Source: an optimization exercise on an open RTL-to-GDS flow (aim: small area, a short achievable clock period and few clock cycles per item). Production flows keep margins and buffers that such runs may drop. RTL that was checked went through simulation tests only; none was proved equivalent to the original.

==> inputs of run a <==
// ysyx_mulunit
module ysyx_mulunit (
    input          clk,
    input          rst_n,
    input          mul_valid,
    input  [63:0]  alu_src1,
    input  [63:0]  alu_src2,
    input  [3:0]   mul_expand_signed,
    output [129:0] mul_res,
    output         sh_fnsh_flag
);
mul u_mul (
    .clk(clk),
    .rst_n(rst_n),
    .mul_valid(mul_valid),
    .alu_src1(alu_src1),
    .alu_src2(alu_src2),
    .mul_expand_signed(mul_expand_signed),
    .mul_res(mul_res),
    .sh_fnsh_flag(sh_fnsh_flag)
);
endmodule
export LEC_CHECK = 0
export CAP_MARGIN = 20
export CORE_MARGIN = 2
export CORE_UTILIZATION = 50
export SETUP_SLACK_MARGIN = 4.5
export SLEW_MARGIN = 20
create_clock -name core_clock -period 8.0 [get_ports {clk}]
standard.sh (not shown) runs the stock make flow with config.mk's settings and CLKGATE_MAP_FILE= SYNTH_SCRIPT=/design/flow/synth_recipe.tcl, a recipe that flattens the netlist after the stock synthesis.
==> flow/flow/run.sh <==
#!/bin/bash
# Layout flow: the standard layout (standard.sh, which also runs the
# standard synthesis) with two resizer settings changed: the port buffers start
# as buf_2 instead of the buffer the resizer picks, and sizing may swap a cell
# for one of another footprint. make's output goes to make.log; each step's
# tool output is in orfs/logs/.
set -euo pipefail
bash standard.sh MATCH_CELL_FOOTPRINT=0 \
    "BUFFER_PORTS_ARGS=-buffer_cell sky130_fd_sc_hd__buf_2" \
    finish > make.log 2>&1
==> run b (differences from run a) <==
--- a/flow/design.v
+++ b/flow/design.v
@@ -68,28 +68,28 @@
         end
     end
 endfunction
 reg              prep;      
 reg              busy;      
 reg              res;       
 reg  [NC-1:0]    cnt;       
-reg  [NC-1:0]    hm;        
+reg  [NC-1:0]    hra, hrb;  
 reg              swp;
 reg  [127:0]     P;         
 reg  [W-1:0]     C;         
 reg              dlp, dlm;  
 reg  [63:0]      M;
 reg  [QW-1:0]    q;
 reg              f0, f1, f3, f12, fa;
 wire [63:0] mask = {{32{f0}}, {16{f12}}, {16{fa}}};
 wire [63:0] am = alu_src1 & mask;
 wire [63:0] bm = alu_src2 & mask;
 wire idle = ~prep & ~busy & ~res & ~sh_fnsh_flag;
 wire last = ~cnt[1];
-wire [NC-1:0] nxt = prep ? hm : (cnt >> 1) & ~(cnt >> 2);
+wire [NC-1:0] nxt = prep ? (swp ? hra : hrb) : (cnt >> 1) & ~(cnt >> 2);
 reg  [K:0] qna, qnb;
 integer i;
 always @(*) begin
     qna = {(K+1){1'b0}};
     qnb = {(K+1){1'b0}};
     for (i = 0; i < NC; i = i + 1) begin
         qna = qna | (chunk(am, i) & {(K+1){nxt[i]}});
@@ -1986,15 +1986,16 @@
         busy         <= prep | (busy & ~last);
         res          <= busy & last;
         sh_fnsh_flag <= res | (idle & mul_valid & ~tn[0]);
     end
 end
 always @(posedge clk) begin
     swp <= swap;
-    hm  <= swap ? ha : hb;
+    hra <= ha;
+    hrb <= hb;
     M   <= swp ? bm : am;
     f0  <= e0;
     f1  <= e1;
     f3  <= e3;
     f12 <= e0 | e12;
     fa  <= e0 | e12 | e3;
     q   <= qn;
==> flow/flow/run.sh (replaced) <==
#!/bin/bash
# Layout flow: the standard layout (standard.sh, which also runs the
# standard synthesis) with these settings changed:
#  - the port buffers start as buf_2 instead of the buffer the resizer picks;
#  - sizing may swap a cell for one of another footprint;
#  - clock tree synthesis inserts no dummy loads.
# make's output goes to make.log; each step's tool output is in orfs/logs/.
set -euo pipefail
bash standard.sh MATCH_CELL_FOOTPRINT=0 \
    "BUFFER_PORTS_ARGS=-buffer_cell sky130_fd_sc_hd__buf_2" \
    "CTS_ARGS=-sink_clustering_enable -repair_clock_nets -dont_use_dummy_load" \
    finish > make.log 2>&1
==> flow/config.mk (replaced) <==
export PLATFORM = sky130hd
export DESIGN_NAME = ysyx_mulunit
export DESIGN_NICKNAME = ysyx_mulunit
export VERILOG_FILES = /design/flow/design.v
export SDC_FILE = /design/flow/constraint.sdc
export NUM_CORES = 8
export LEC_CHECK = 0
export CAP_MARGIN = 20
export CORE_MARGIN = 2
export CORE_UTILIZATION = 50
export SETUP_SLACK_MARGIN = 5.0
export SLEW_MARGIN = 20
==> run c (differences from run a) <==
--- a/flow/design.v
+++ b/flow/design.v
@@ -7,21 +7,24 @@
     input      [3:0]   mul_expand_signed,
     output     [129:0] mul_res,
     output reg         sh_fnsh_flag
 );
 localparam K  = 8;
 localparam NC = 9;
 localparam W  = 76;
-localparam QW = 12;
+localparam QW = K + 1;
 wire [3:0] md = mul_expand_signed;
 wire e0  = (md == 4'd0);
 wire e1  = (md == 4'd1);
 wire e2  = (md == 4'd2);
 wire e3  = (md == 4'd3);
 wire e12 = e1 | e2;
+wire [63:0] mask = {{32{e0}}, {16{e0 | e12}}, {16{e0 | e12 | e3}}};
+wire [63:0] am = alu_src1 & mask;
+wire [63:0] bm = alu_src2 & mask;
 function [NC-1:0] therm;
     input [63:0] x;
     input [6:0]  w;
     reg   [NC-1:0] c;
     integer g, j;
     begin
         for (g = 0; g < NC; g = g + 1) begin
@@ -38,88 +41,84 @@
 endfunction
 wire [NC-1:0] ta64 = therm(alu_src1, 7'd64), tb64 = therm(alu_src2, 7'd64);
 wire [NC-1:0] ta32 = therm(alu_src1, 7'd32), tb32 = therm(alu_src2, 7'd32);
 wire [NC-1:0] ta16 = therm(alu_src1, 7'd16), tb16 = therm(alu_src2, 7'd16);
 wire sw64 = |(tb64 & ~ta64);
 wire sw32 = |(tb32 & ~ta32);
 wire sw16 = |(tb16 & ~ta16);
-wire [NC-1:0] ta = e0 ? ta64 : e12 ? ta32 : e3 ? ta16 : {NC{1'b0}};
-wire [NC-1:0] tb = e0 ? tb64 : e12 ? tb32 : e3 ? tb16 : {NC{1'b0}};
 wire swap = e0 ? sw64 : e12 ? sw32 : e3 & sw16;
-wire [NC-1:0] tn = ta & tb;             
-wire [NC-1:0] ha = ta & ~(ta >> 1);     
-wire [NC-1:0] hb = tb & ~(tb >> 1);
+wire [NC-1:0] tn = e0 ? ta64 & tb64 : e12 ? ta32 & tb32 : e3 ? ta16 & tb16 : {NC{1'b0}};
 function [K:0] chunk;
     input [63:0] x;
     input integer g;
     integer j;
     begin
         for (j = 0; j <= K; j = j + 1)
             chunk[j] = (K*g - 1 + j >= 0 && K*g - 1 + j < 64) ? x[K*g - 1 + j] : 1'b0;
     end
 endfunction
-function [QW-1:0] booth;
-    input [K:0] c;
-    integer i;
-    begin
-        for (i = 0; i < K/2; i = i + 1) begin
-            booth[3*i]     = c[2*i+2] & ~(c[2*i+1] & c[2*i]);
-            booth[3*i + 1] = c[2*i+1] ^ c[2*i];
-            booth[3*i + 2] = c[2*i+2] ? ~c[2*i+1] & ~c[2*i] : c[2*i+1] & c[2*i];
-        end
-    end
-endfunction
-reg              prep;      
 reg              busy;      
 reg              res;       
 reg  [NC-1:0]    cnt;       
-reg  [NC-1:0]    hm;        
 reg              swp;
 reg  [127:0]     P;         
 reg  [W-1:0]     C;         
 reg              dlp, dlm;  
 reg  [63:0]      M;
 reg  [QW-1:0]    q;
-reg              f0, f1, f3, f12, fa;
-wire [63:0] mask = {{32{f0}}, {16{f12}}, {16{fa}}};
-wire [63:0] am = alu_src1 & mask;
-wire [63:0] bm = alu_src2 & mask;
-wire idle = ~prep & ~busy & ~res & ~sh_fnsh_flag;
+reg              f0, f1, f3;
+wire idle = ~busy & ~res & ~sh_fnsh_flag;
 wire last = ~cnt[1];
-wire [NC-1:0] nxt = prep ? hm : (cnt >> 1) & ~(cnt >> 2);
+function [K:0] topc;
+    input [63:0]    x;
+    input [NC-1:0]  h;
+    integer g;
+    begin
+        topc = {(K+1){1'b0}};
+        for (g = 0; g < NC; g = g + 1)
+            topc = topc | (chunk(x, g) & {(K+1){h[g]}});
+    end
+endfunction
+wire [63:0] a32 = {32'd0, alu_src1[31:0]}, b32 = {32'd0, alu_src2[31:0]};
+wire [63:0] a16 = {48'd0, alu_src1[15:0]}, b16 = {48'd0, alu_src2[15:0]};
+wire [K:0] q64 = sw64 ? topc(alu_src1, ta64 & ~(ta64 >> 1)) : topc(alu_src2, tb64 & ~(tb64 >> 1));
+wire [K:0] q32 = sw32 ? topc(a32, ta32 & ~(ta32 >> 1)) : topc(b32, tb32 & ~(tb32 >> 1));
+wire [K:0] q16 = sw16 ? topc(a16, ta16 & ~(ta16 >> 1)) : topc(b16, tb16 & ~(tb16 >> 1));
+wire [K:0] qf  = e0 ? q64 : e12 ? q32 : q16;
+wire [NC-1:0] nxt = (cnt >> 1) & ~(cnt >> 2);
 reg  [K:0] qna, qnb;
 integer i;
 always @(*) begin
     qna = {(K+1){1'b0}};
     qnb = {(K+1){1'b0}};
     for (i = 0; i < NC; i = i + 1) begin
         qna = qna | (chunk(am, i) & {(K+1){nxt[i]}});
         qnb = qnb | (chunk(bm, i) & {(K+1){nxt[i]}});
     end
 end
-wire [QW-1:0] qn = booth(swp ? qna : qnb);
+wire [K:0] qn = swp ? qna : qnb;
 wire [W-K-1:0] A = P[W-K-1:0];
 wire [W-K-1:0] B = C[W-K-1:0];
 wire [64:0] M1 = {1'b0, M};
 wire [64:0] M2 = {M, 1'b0};
-wire neg0 = q[0];
-wire one0 = q[1];
-wire two0 = q[2];
+wire neg0 = q[2] & ~(q[1] & q[0]);
+wire one0 = q[1] ^ q[0];
+wire two0 = q[2] ? ~q[1] & ~q[0] : q[1] & q[0];
 wire [64:0] r0 = ((M1 & {65{one0}}) | (M2 & {65{two0}})) ^ {65{neg0}};
-wire neg1 = q[3];
-wire one1 = q[4];
-wire two1 = q[5];
+wire neg1 = q[4] & ~(q[3] & q[2]);
+wire one1 = q[3] ^ q[2];
+wire two1 = q[4] ? ~q[3] & ~q[2] : q[3] & q[2];
 wire [64:0] r1 = ((M1 & {65{one1}}) | (M2 & {65{two1}})) ^ {65{neg1}};
-wire neg2 = q[6];
-wire one2 = q[7];
-wire two2 = q[8];
+wire neg2 = q[6] & ~(q[5] & q[4]);
+wire one2 = q[5] ^ q[4];
+wire two2 = q[6] ? ~q[5] & ~q[4] : q[5] & q[4];
 wire [64:0] r2 = ((M1 & {65{one2}}) | (M2 & {65{two2}})) ^ {65{neg2}};
-wire neg3 = q[9];
-wire one3 = q[10];
-wire two3 = q[11];
+wire neg3 = q[8] & ~(q[7] & q[6]);
+wire one3 = q[7] ^ q[6];
+wire two3 = q[8] ? ~q[7] & ~q[6] : q[7] & q[6];
 wire [64:0] r3 = ((M1 & {65{one3}}) | (M2 & {65{two3}})) ^ {65{neg3}};
 wire t1 = A[57] ^ B[57];
 wire t2 = A[57] & B[57];
 wire t3 = A[58] ^ B[58];
 wire t4 = A[58] & B[58];
 wire t5 = r0[6] ^ r1[4];
 wire t6 = r0[6] & r1[4];
@@ -1973,35 +1972,30 @@
 wire sx = (f1 & rsum[31]) | (f3 & rsum[15]);
 wire [127:0] rres = {rsum[127:64],
                      f0 ? rsum[63:32] : {32{sx}},
                      f3 ? {16{rsum[15]}} : rsum[31:16],
                      rsum[15:0]};
 always @(posedge clk or negedge rst_n) begin
     if (!rst_n) begin
-        prep         <= 1'b0;
         busy         <= 1'b0;
         res          <= 1'b0;
         sh_fnsh_flag <= 1'b0;
     end else begin
-        prep         <= idle & mul_valid & tn[0];
-        busy         <= prep | (busy & ~last);
+        busy         <= busy ? ~last : (idle & mul_valid & tn[0]);
         res          <= busy & last;
         sh_fnsh_flag <= res | (idle & mul_valid & ~tn[0]);
     end
 end
 always @(posedge clk) begin
     swp <= swap;
-    hm  <= swap ? ha : hb;
-    M   <= swp ? bm : am;
+    M   <= swap ? bm : am;
     f0  <= e0;
     f1  <= e1;
     f3  <= e3;
-    f12 <= e0 | e12;
-    fa  <= e0 | e12 | e3;
-    q   <= qn;
+    q   <= busy ? qn : qf;
     if (busy) begin
         cnt <= cnt >> 1;
         P   <= {ustep, ns};
         C   <= nc;
         dlp <= tdp;
         dlm <= tdm;
     end else begin
==> flow/flow/run.sh (replaced) <==
#!/bin/bash
# Layout flow: the standard layout (standard.sh, which also runs the
# standard synthesis) with these settings changed:
#  - the port buffers start as buf_2 instead of the buffer the resizer picks;
#  - sizing may swap a cell for one of another footprint;
#  - clock tree synthesis inserts no dummy loads.
# make's output goes to make.log; each step's tool output is in orfs/logs/.
set -euo pipefail
bash standard.sh MATCH_CELL_FOOTPRINT=0 \
    "BUFFER_PORTS_ARGS=-buffer_cell sky130_fd_sc_hd__buf_2" \
    "CTS_ARGS=-sink_clustering_enable -repair_clock_nets -dont_use_dummy_load" \
    finish > make.log 2>&1
==> flow_summary.ini <==
[worst_hold_path]
hold_start = u_mul.cnt[1]

[global_routing]
use_met2 = 0.554
met3_usage = 0.0532

[critical_path]
worstPathCellList = buf_6, or4_4, nor2_4, nand2_4, nor2_4, nand3_2, or3_4, o211a_4, o32ai_4, a21oi_4, buf_12, or3_1, a21oi_2

[power]
leakagePower_nw = 14.1

[logic_synthesis]
synth_xor_area_frac = 0.123

[layout]
clk_share = 0.0376

[outcome]
status = finished clean
The numbers above come from run a.

==> flow_summary.ini <==
[worst_hold_path]
hold_depth = 2
hold_start = u_mul.cnt[2]

[global_routing]
grt_max_degree = 92
met3_usage = 0.0642

[outcome]
status = finished clean

[layout]
final_common_cell = inv_1
clk_share = 0.0290

[power]
irDropWorstVdd_mv = 0.162

[critical_path]
worstPathCellList = ha_4, ha_4, a211oi_4, o21ai_4, a2111oi_4, buf_4, o221a_4, o32ai_4, buf_12, o2111ai_4, a2111oi_4, buf_6, buf_6, nand4_1, xor2_1, nand4b_1, nand3_1

[cts]
cts-root-buf = clkbuf_16
The numbers above come from run b.

==> flow_summary.ini <==
[outcome]
status = finished clean

[critical_path]
worstPathCellList = buf_8, or4_4, or3_4, nor4_4, and3_4, o22a_1, o22ai_4, o311ai_4, o21ai_4, buf_12, clkbuf_16, mux2i_1, nor2_1

[logic_synthesis]
synth_xor_area_frac = 0.116

[layout]
clk_share = 0.0259

[power]
leakagePower_nw = 14.9

[worst_hold_path]
hold_start = u_mul.P[77]
The numbers above come from run c.

Testbench counts of run b, summed over its fixed seeds: cycles 34,522, muls 4,800.
The RTL of run a and run c was laid out without a check of its function.

## static timing again, ports no longer ideal
The results above use ideal ports. As a check the final layouts listed here were re-extracted and re-timed, cells and wires unchanged.
Step 1 assumes that a clkbuf_16 drives the clock port and a buf_2 every other input.
Step 2 moves the port delays by t, midway between the first and last clock arrival at a register: inputs arrive t later, outputs are due t later. That takes back most of the time a late clock gives input paths.
Three values: ideal, step 1, step 2; two values: the first two.
| run | shift t [ns] | setup slack, ns | pins driven straight from the clock port |
|---|---|---|---|
| run a | 0.631 | 4.224 / 4.253 / 3.622 | 1 |
| run b | 0.633 | 4.366 / 4.366 / 4.366 | 1 |
| run c | 0.633 | 4.023 / 4.043 / 3.411 | 1 |
After both steps every run listed still meets setup and hold. For run c, which loses most, drivers alone change the setup slack by +0.020 ns; drivers and shift together by -0.612 ns.
